Source: an optimization exercise on an open RTL-to-GDS flow (aim: small area). Production flows keep margins and buffers that such runs may drop. The RTL of this run was laid out without a check of its function. Power is estimated from default activity; no workload was simulated.

==> flow/config.mk <==
export PLATFORM = sky130hd
export DESIGN_NAME = PIEZO_reality_and_damedame
export DESIGN_NICKNAME = PIEZO_reality_and_damedame
export VERILOG_FILES = /design/flow/design.v
export SDC_FILE = /design/flow/constraint.sdc
export NUM_CORES = 4
export LEC_CHECK = 0
export CAP_MARGIN = 20
export CORE_MARGIN = 2
export CORE_UTILIZATION = 40
export SLEW_MARGIN = 20
==> flow/constraint.sdc <==
create_clock -name core_clock -period 10.0 [get_ports {CLK_1MHZ}]
set_input_delay 2.0000 -clock core_clock [delete_from_list [all_inputs] [get_ports {CLK_1MHZ}]]
set_output_delay 2.0000 -clock core_clock [all_outputs]
set_load 0.01 [all_outputs]
==> flow/design.v <==
module PIEZO_reality_and_damedame(RESETN,CLK_1MHZ,A,T,SONG );
input RESETN,CLK_1MHZ,A,T;
output SONG;
reg SONG;
reg BUFF,BUFF2;
reg [10:0] freq,freq2;
reg [31:0] CNT_SOUND,CNT_SOUND2;
integer CLK_COUNT,CLK_COUNT2;
integer scale,scale2;
always @(*)
begin
if(A&&~T)
	SONG = BUFF;
else if(~A&&T)
	SONG = BUFF2;	
else 
	SONG =0;
end
always @( posedge CLK_1MHZ)
begin
	case(scale)
		-2: freq <= 0;
		-1: freq <= 0;
		0: freq <= 1012;	 
		1:	freq <= 1516;	  
		2:	freq <= 955;		  
		3: freq <= 1012;	  
		4: freq <= 1136;	  
		5: freq <= 1275;	  
		6: freq <= 1012;	  
		7: freq <= 0;	     
		8: freq <= 1607;	  
		9: freq <= 955;		  
		10: freq <= 1012;	  
		11: freq <= 1136;	  
		12: freq <= 1275;	  
		13: freq <= 1012;	  
		14: freq <= 675;	  
		15: freq <= 758;	  
		16: freq <= 1012;	  
		17: freq <= 0;	 	  
		18: freq <= 1516;	  
		19: freq <= 1351;	  
		20: freq <= 1275;	  
		21: freq <= 1012;	  
		22: freq <= 1136;	  
		23: freq <= 1204;	  
		24: freq <= 1136;	  
		25: freq <= 0;	  
		26: freq <= 1516;	  
		27: freq <= 758;	  
		28: freq <= 851;	  
		29: freq <= 902;	  
		30: freq <= 851;	  
		31: freq <= 0;	  
		32: freq <= 1275;	  
		33: freq <= 851;	  
		34: freq <= 955;	  
		35: freq <= 1012;	  
		36: freq <= 955;	  
		37: freq <= 1012;	  
		38: freq <= 1136;	  
		39: freq <= 0;	 	  
		40: freq <= 1012;	  
		41: freq <= 1516;	  
		42: freq <= 955;	  
		43: freq <= 1012;	  
		44: freq <= 1136;	  
		45: freq <= 1275;	  
		46: freq <= 1012;	  
		47: freq <= 0;	     
		48: freq <= 1607;	  
		49: freq <= 955;	 
		50: freq <= 1012;	  
		51: freq <= 1136;	  
		52: freq <= 1275;	  
		53: freq <= 1012;	  
		54: freq <= 675;	  
		55: freq <= 758;	  
		56: freq <= 1012;	  
		57: freq <= 0;	 	  
		58: freq <= 1516;	  
		59: freq <= 1351;	  
		60: freq <= 1275;	  
		61: freq <= 1012;	  
		62: freq <= 1136;	  
		63: freq <= 1204;	  
		64: freq <= 1136;	  
		65: freq <= 0;	  
		66: freq <= 1516;	  
		67: freq <= 758;	  
		68: freq <= 851;	  
		69: freq <= 902;	  
		70: freq <= 851;	  
		71: freq <= 0;	  
		72: freq <= 1275;	  
		73: freq <= 851;	  
		74: freq <= 955;	  
		75: freq <= 1012;	  
		76: freq <= 1136;	  
		77: freq <= 1275;	  
		78: freq <= 1275;	  
		79: freq <= 0;       
		default: freq <= 0;
	endcase
	case(scale2)
		-2: freq2 <= 0;
		-1: freq2 <= 0;	 
		0: freq2 <= 955;	  
		1: freq2 <= 851;	  
		2: freq2 <= 955;	  
		3: freq2 <= 758;	  
		4: freq2 <= 758;	  
		5: freq2 <= 758;	  
		6: freq2 <= 758;	  
		7: freq2 <= 758;	  
		8: freq2 <= 0;	  
		8: freq2 <= 0;	  
		9: freq2 <= 955;	  
		10: freq2 <= 955;	  
		11: freq2 <= 1012;	
		12: freq2 <= 1012;	
		13: freq2 <= 1012;	
		14: freq2 <= 1012;	
		15: freq2 <= 955;	 
		16: freq2 <= 955;	 
		17: freq2 <= 851;	 
		18: freq2 <= 851;	 
		19: freq2 <= 1136;	  
		20: freq2 <= 1275;	  
		21: freq2 <= 1275;	 
		22: freq2 <= 1275;	 
		23: freq2 <= 1275;	 
		24: freq2 <= 1275;	 
		25: freq2 <= 1275;	 
		26: freq2 <= 1275;	 
		27: freq2 <= 0;	  
		28: freq2 <= 0;	  
		29: freq2 <= 0;	  
		30: freq2 <= 0;	  
		31: freq2 <= 1275;	  
		32: freq2 <= 1431;	  
		33: freq2 <= 1516;	  
		34: freq2 <= 1431;	  
		35: freq2 <= 1431;	  
		36: freq2 <= 1431;	  
		37: freq2 <= 1431;	  
		38: freq2 <= 1431;	  
		39: freq2 <= 0;	  
		40: freq2 <= 0;	  
		41: freq2 <= 1136;	  
		42: freq2 <= 1136;	  
		43: freq2 <= 1012;	 
		44: freq2 <= 1012;	 
		45: freq2 <= 1012;	 
		46: freq2<= 1012;	 
		47: freq2<= 758;	  
		48: freq2 <= 758;	  
		49: freq2 <= 1012;	 
		50: freq2 <= 1012;	 
		51: freq2 <= 851;	 
		52:	freq2 <= 955;	 
		53:	freq2 <= 955;	 
		54:	freq2 <= 955;	 
		55:	freq2 <= 955;	 
		56:	freq2 <= 955;	 
		57:	freq2 <= 955;	 
		58:	freq2 <= 955;	 
		59:	freq2 <= 0;	  
		60:	freq2 <= 0;	  
		61:	freq2 <= 0;	  
		62:	freq2 <= 0;	  
		63:	freq2 <= 955;	 
		64:	freq2 <= 851;	 
		65:	freq2 <= 955;	 
		66:	freq2 <= 758;	  
		67:	freq2 <= 758;	  
		68:	freq2 <= 758;	  
		69:	freq2 <= 758;	  
		70:	freq2 <= 758;	  
		71:	freq2 <= 0;	  
		72:	freq2 <= 0;	  
		73:	freq2 <= 1136;	  
		74:	freq2 <= 1012;	 
		75:	freq2 <= 955;	 
		76:	freq2 <= 955;	 
		77:	freq2 <= 955;	 
		78:	freq2 <= 955;	 
		79:	freq2 <= 851;	 
		80:	freq2 <= 851;	 
		81:	freq2 <= 851;	 
		82:	freq2 <= 851;	 
		83:	freq2 <= 1275;	  
		84:	freq2 <= 1275;	  
		85:	freq2 <= 851;	 
		86:	freq2 <= 851;	 
		87:	freq2 <= 955;	 
		88:	freq2 <= 955;	 
		89:	freq2 <= 955;	 
		90:	freq2 <= 955;	 
		91:	freq2 <= 955;	 
		92:	freq2 <= 955;	 
		93:	freq2 <= 0;	  
		94:	freq2 <= 0;	  
		95:	freq2<= 0;	  
		96:	freq2<= 0;	  
		97:	freq2 <= 1516;	  
		98:	freq2 <= 1431;	  
		99:	freq2 <= 1275;	  
	100:	freq2 <= 1431;	  
	101:	freq2 <= 955;	 
	102:	freq2 <= 955;	 
	103:	freq2 <= 955;	 
	104:	freq2 <= 955;	 
	105:	freq2 <= 955;	 
	106:	freq2 <= 955;	 
	107:	freq2 <= 0;	  
	108:	freq2 <= 0;	  
	109:	freq2 <= 0;	  
	110:	freq2 <= 0;	  
	111:	freq2 <= 0;	  
	112:	freq2 <= 0;	  
	113:	freq2 <= 1516;	 
	114:	freq2<= 1431;	 
	115:	freq2 <= 1275;	  
	116:	freq2 <= 1431;	  
	117:	freq2 <= 851;	 
	118:	freq2 <= 851;	 
	119:	freq2 <= 851;	 
	120:	freq2 <= 851;	 
	121:	freq2 <= 851;	 
	122:	freq2 <= 851;	 
	123:	freq2 <= 0;	  
	124:	freq2 <= 0;	  
	125:	freq2 <= 0;	  
	126:	freq2 <= 0;	  
	127:	freq2 <= 851;	 
	128:	freq2 <= 955;	 
	129:	freq2 <= 1012;	 
	130:	freq2<= 955;	 
	default: freq <= 0;
	endcase		
end
always @(negedge RESETN or posedge CLK_1MHZ)
begin
	if(RESETN==1'b0)
		begin
				scale <= -2;
				BUFF <= 0;
				CNT_SOUND <= 0;
				CLK_COUNT <= 0;
		end
	else
		begin
			if(A)
				begin
					if( scale== -2 || scale == -1||
						 scale == 1|| scale == 2|| scale == 4|| scale == 5 || scale == 7 ||
						 scale == 8|| scale == 9|| scale == 11|| scale == 12|| scale == 15||
						 scale == 17|| scale == 18|| scale == 19|| scale == 20|| scale == 21||
						 scale ==23|| scale ==25|| scale == 26|| scale == 27|| scale == 29||
						 scale ==31|| scale ==32|| scale ==33|| scale ==35 || scale ==37 ||
						 scale ==41|| scale ==42|| scale == 44|| scale == 45|| scale == 47||
						 scale == 48|| scale == 49|| scale == 51|| scale == 52|| scale == 55||
						 scale ==57|| scale ==58|| scale == 59|| scale == 60|| scale == 61||
						 scale ==63|| scale ==65|| scale == 66|| scale == 67|| scale == 69||
						 scale ==71|| scale ==72|| scale == 73|| scale == 75 )
						 begin
								if( (CLK_COUNT < 300000) )         
									begin
										if(CNT_SOUND >= freq)   
											begin
												CNT_SOUND <= 0;   
												BUFF <= ~BUFF;					
												CLK_COUNT <= CLK_COUNT+1; 
											end				
										else   
											begin
												CNT_SOUND <=CNT_SOUND +1;  
												CLK_COUNT <= CLK_COUNT+1;
											end
									end						
								else  
									begin
										CLK_COUNT <= 0;	
										CNT_SOUND <= 0;	
										scale <= scale + 1;
									end
						end
					else if(scale == 3|| scale == 6|| scale ==10|| scale ==22 || scale ==24 ||
						 scale ==28|| scale ==30|| scale == 34|| scale == 39|| scale == 43||
						 scale == 46|| scale == 50|| scale == 62|| scale == 64|| scale == 68 ||scale == 70||
						 scale ==74|| scale ==77|| scale == 79)
							begin
								if( (CLK_COUNT < 600000) )         
									begin
										if(CNT_SOUND >= freq)   
											begin
												CNT_SOUND <= 0;   
												BUFF <= ~BUFF;					
												CLK_COUNT <= CLK_COUNT+1; 
											end				
										else   
											begin
												CNT_SOUND <=CNT_SOUND +1;  
												CLK_COUNT <= CLK_COUNT+1;
											end
									end						
								else  
									begin
										CLK_COUNT <= 0;	
										CNT_SOUND <= 0;
										scale <= scale + 1;
									end
							end	
					else if(scale == 0|| scale ==14|| scale ==36|| scale ==40 || scale ==54 ||
						 scale ==76)
						 begin
								if( (CLK_COUNT < 900000) )         
									begin
										if(CNT_SOUND >= freq)   
											begin
												CNT_SOUND <= 0;   
												BUFF <= ~BUFF;					
												CLK_COUNT <= CLK_COUNT+1; 
											end				
										else   
											begin
												CNT_SOUND <=CNT_SOUND +1;  
												CLK_COUNT <= CLK_COUNT+1;
											end
									end						
								else  
									begin
										CLK_COUNT <= 0;	
										CNT_SOUND <= 0;	
										scale <= scale + 1;
									end
							end
					else if(scale == 13|| scale ==16|| scale ==38|| scale ==53 || scale ==56 ||
						 scale ==78)
						 begin
								if( (CLK_COUNT < 1200000) )         
									begin
										if(CNT_SOUND >= freq)   
											begin
												CNT_SOUND <= 0;   
												BUFF <= ~BUFF;					
												CLK_COUNT <= CLK_COUNT+1; 
											end				
										else   
											begin
												CNT_SOUND <=CNT_SOUND +1;  
												CLK_COUNT <= CLK_COUNT+1;
											end
									end						
								else  
									begin
										CLK_COUNT <= 0;	
										CNT_SOUND <= 0;	
										scale <= scale + 1;
									end
						 end
					else       
						begin
							scale <= -2;
							BUFF  <= 0;
							CNT_SOUND <= 0;
							CLK_COUNT <= 0;
						end
				end
				else 
					begin
							scale <= -2;
							BUFF  <= 0;
							CNT_SOUND <= 0;
							CLK_COUNT <= 0;
					end
			end
end
always @(negedge RESETN or posedge CLK_1MHZ)
begin
	if(RESETN==1'b0)
		begin
				scale2<= -2;
				BUFF2 <= 0;
				CNT_SOUND2 <= 0;
				CLK_COUNT2 <= 0;
		end
	else
		begin	
			if(T)
				begin
					if(scale2 < 131) 
						begin
							if( (CLK_COUNT2 < 250000) )        
											begin
												if(CNT_SOUND2 >= freq2)   
													begin
														CNT_SOUND2 <= 0;   
														BUFF2 <= ~BUFF2;					
														CLK_COUNT2 <= CLK_COUNT2+1; 
													end				
												else   
													begin
														CNT_SOUND2 <=CNT_SOUND2 +1;  
														CLK_COUNT2 <= CLK_COUNT2+1;
													end
												end						
							else 
								begin
									CLK_COUNT2 <= 0;	
									CNT_SOUND2 <= 0;	
									scale2 <= scale2 + 1;
								end
						end
					else
						begin
							CLK_COUNT2 <= 0;	
							CNT_SOUND2 <= 0;	
							scale2 <= -2;
						end
				end
				else
					begin
						scale2<= -2;
						BUFF2 <= 0;
						CNT_SOUND2 <= 0;
						CLK_COUNT2 <= 0;
					end
	  end
end
endmodule
==> flow/run.sh <==
#!/bin/bash
# synth_recipe.tcl (not shown) runs the flow's synth.tcl, then flattens the netlist and writes it again
# the make line also repeats each setting of config.mk as NAME=value (left out here)
make -C /OpenROAD-flow-scripts/flow DESIGN_CONFIG=/design/flow/config.mk WORK_HOME=/design/flow/orfs CLKGATE_MAP_FILE= SYNTH_SCRIPT=/design/flow/synth_recipe.tcl finish
==> results.cfg <==
[yosys]
netlist_instances = 1274
synth.most_common_cell = nor2_1
synthArstFlopShare = 0.8981
synth_warnings = 1
yosysTopAreaCellShare = 0.2819
synthTopCellsByCount = 167 x nor2_1, 132 x dfrtp_1, 107 x nand2_1, 85 x nand3_1
synth_edf_count = 11
avgSynthCellArea_sq_um = 9.197
synth_ff_type = dfrtp_1
syn-cell-area_sq_mm = 0.01172
ys_types = 78
synth_area_leaders = dfrtp_1 28%, dfstp_2 14%, nor2_1 5.3%, xor2_1 4.6%, ha_1 3.6%
synth_top_cell_by_area = dfrtp_1
yosys_register_bits = 216
yosysSeqAreaShare = 0.4679

[pwr]
clockPowerShare = 0.521
irDropWorstVdd_mv = 0.1010
power_density_mw_per_mm2 = 147.7
internal_power_uw = 1541
switching_share = 0.2045
combPwrFrac = 0.017
power_leakage_uw = 0.005452
p_sw_uw = 396.3
power.sequential.fraction = 0.462

[floorplan]
core-area_sq_mm = 0.02878
die_h_um = 175.2
die_width_um = 175.2
initial_core_util = 0.4071
ios = 5
die_area_sq_mm = 0.03068
num_rows = 62

[critical_path]
crit_type = in -> out
cp_num_buf_inv = 2
cp-end-kind = output port
required_ns = 8.00
cp-start-kind = input pin
cp_common_cell = clkdlybuf4s50_1
worst_path_largest_cell_delay_ns = 0.57
path_max_fanout = 6
critical_path.top_delay_family = buffers and inverters
critPathArrivalTime_ns = 3.34
cp_cell_sequence = clkdlybuf4s50_1 > nand2_1 > o21ai_0 > clkdlybuf4s50_1
cpMaxStageDelayCell = clkdlybuf4s50_1

[grt]
grt_overflow = 0
grt_pass1_wl_mm = 42.73
antenna_found_initial = 0
grt_max_degree = 75
grt_pass1_vias = 8738
grt_util_all_layers = 0.1625

[clocking]
cts_hold_buf = 0
postCtsSetupRepairBufs = 0
path_clk_slew_ns = 0.06
insertion_delay_ns = 0.53
clock_path_buffers = 3
cts_max_level = 1
cts_tree = built
numCtsBuffers = 25
cts_root_buf = clkbuf_16
cts_resized = 0
clock_sinks = 216

[placed_design]
detailedPlace.worstSlack_ns = 4.642
dpl-instance-area_sq_mm = 0.01219
dp_hpwl_mm = 16.42
routabilityCongestion = 0.8796
port_buffers = 4

[detailed_routing]
vias = 9065
routed_wl_mm = 24.51
drt_iter0_drc = 599
drtAntennaViolNets = 0
via_per_inst = 5.354
avgRoutedWirePerCell_um = 14.48
drc_errors = 0
dr.pass1.iters = 5

[worst_hold_path]
hold_class = reg -> reg

[timing]
slew_headroom = 0.3531
maxSlewViolCount = 0
fin_crit_ns = 5.340
setup_viol = 0
hold_violations = 0
rsz0062_at_grt = false
setup_ws_ns = 4.660
fin_skew_ns = 0.01966
fmax_mhz = 187.3
tightest_slew_ns = 0.9693
fin_setup_tns_ns = 0
finalCritPeriodShare = 0.5340

[final_layout]
drive_gt1_frac = 0.1062
stdcell_area_sq_mm = 0.01312
syn2layout_area_growth_pct = 11.94
num-nets-final = 1328
antenna_cells = 0

[run_status]
status = finished clean

[run]
drv_cap = 0
path summary, 6_finish.rpt:
check / end / slack (ns) / cells past startpoint / from
hold / removal: CLK_COUNT2[0] / 0.47 / 1 / CLK_COUNT2[0]
min in group asynchronous: CLK_COUNT2[12] / 1.44 / 1 / RESETN
max in group asynchronous: CNT_SOUND[5] / 6.53 / 3 / RESETN
setup reg to reg: scale[18] / 5.57 / 11 / scale[4]
setup / recovery: SONG / 4.66 / 4 / A
hold reg to reg: CLK_COUNT2[0] / 0.47 / 1 / CLK_COUNT2[0]
sequential cells by signal, indices dropped and copies added (netlist names):
signal      count
freq           11
BUFF2           1
scale          32
CNT_SOUND      32
freq2          11
CLK_COUNT      32
scale2         32
BUFF            1
CNT_SOUND2     32
CLK_COUNT2     32
layout make-up:
| class | count | area, sq um |
|---|---|---|
| clock inverters | 17 | 245.2 |
| repair buffers | 12 | 103.9 |
| inverters | 51 | 191.4 |
| multi-input cells | 984 | 5931 |
| well taps | 384 | 480.5 |
| flip-flops and latches | 216 | 5483 |
| fillers | 2783 | 15660 |
| clock buffers | 29 | 681.9 |
power by group through the flow:
stage               combinational, uW  clock, uW  sequential (uW)
finish                           33.0       1010              895
global route                     39.9       1070              896
CTS                              34.8       1040              895
detailed placement               34.8          0              910
global placement                 34.4          0              910
floorplan                        12.8          0              909
routing by layer:
layer / global-route usage / vias to the layer above / wire length, um
li1: - / 4530 / -
met3: 0.02198 / 33 / 967
met1: 0.2363 / 4328 / 12140
met5: 0 / - / 0
met2: 0.2559 / 174 / 10960
met4: 0.04028 / 0 / 440
cell usage in the layout (no fill, tap or decap), types with 26 or more instances in the layout:
cell type / instances
nand3_1: 85
nor4_1: 34
ha_1: 34
conb_1: 40
clkbuf_16: 26
a21oi_1: 40
dfrtp_1: 132
and3_1: 32
xor2_1: 62
inv_1: 51
nor2_1: 167
o21ai_0: 48
dfstp_2: 62
xnor2_1: 36
nand2_1: 107
logic make-up after synthesis:
logic type                 after synthesis  share of synthesized area
and+or+nand+nor                        573                     0.2413
AOI/OAI and AO/OA                      233                     0.1368
DFF                                    216                     0.4679
buffers and inverters                  113                    0.03876
xor gates and xnor gates                98                    0.07325
adders and majority gates               34                    0.03631
muxes                                    6                   0.005339
other                                    1                  0.0003200
worst register-to-register path, stage by stage, from the launching register on:
cell      delay (ns)
dfstp_2         0.87
nand2_1         0.33
o21ai_1         0.43
a32o_1          0.24
a21oi_1         0.12
nor4_1          0.34
nor4_1          0.12
nor4_1          0.57
o21ai_2         0.07
buf_4           0.28
nor2_2          0.81
a211oi_1        0.12
stage by stage:
step           power (uW)  hold slack (ns)  std cells  utilization
5_1_grt              2006           0.4964       1693       0.4557
3_5_place_dp        945.3           0.4646       1647       0.4235
3_3_place_gp        944.5           0.4612       1647       0.4235
6_report             1938           0.4728       1693       0.4557
2_1_floorplan       922.2           0.4329       1313            -
4_1_cts              1968           0.4756       1693       0.4557

==> afterwards: timing with drivers on the ports <==
The results above use ideal ports. As a check the final layout listed here was re-extracted and re-timed, cells and wires unchanged.
Step 1 sets driving cells, clkbuf_16 on the clock port and buf_2 on the other inputs (assumed; they add their load-dependent delay and slew).
Step 2, shift: input delay + t, output delay - t, t = (earliest + latest rising clock arrival at the registers) / 2. This alone moves slack from input paths to output paths.
Slacks: ideal ports / drivers / drivers and shift; pairs: ideal ports / drivers.
shift t [ns]: 0.567
setup WS [ns]: 4.660 / 4.637 / 4.637
latest minus earliest clock arrival (ns): 0.019 / 0.020
pins driven straight from the clock port: 1
After both steps setup and hold are still met in this run. For this run, drivers alone change the setup slack by -0.023 ns; drivers and shift together by -0.023 ns.
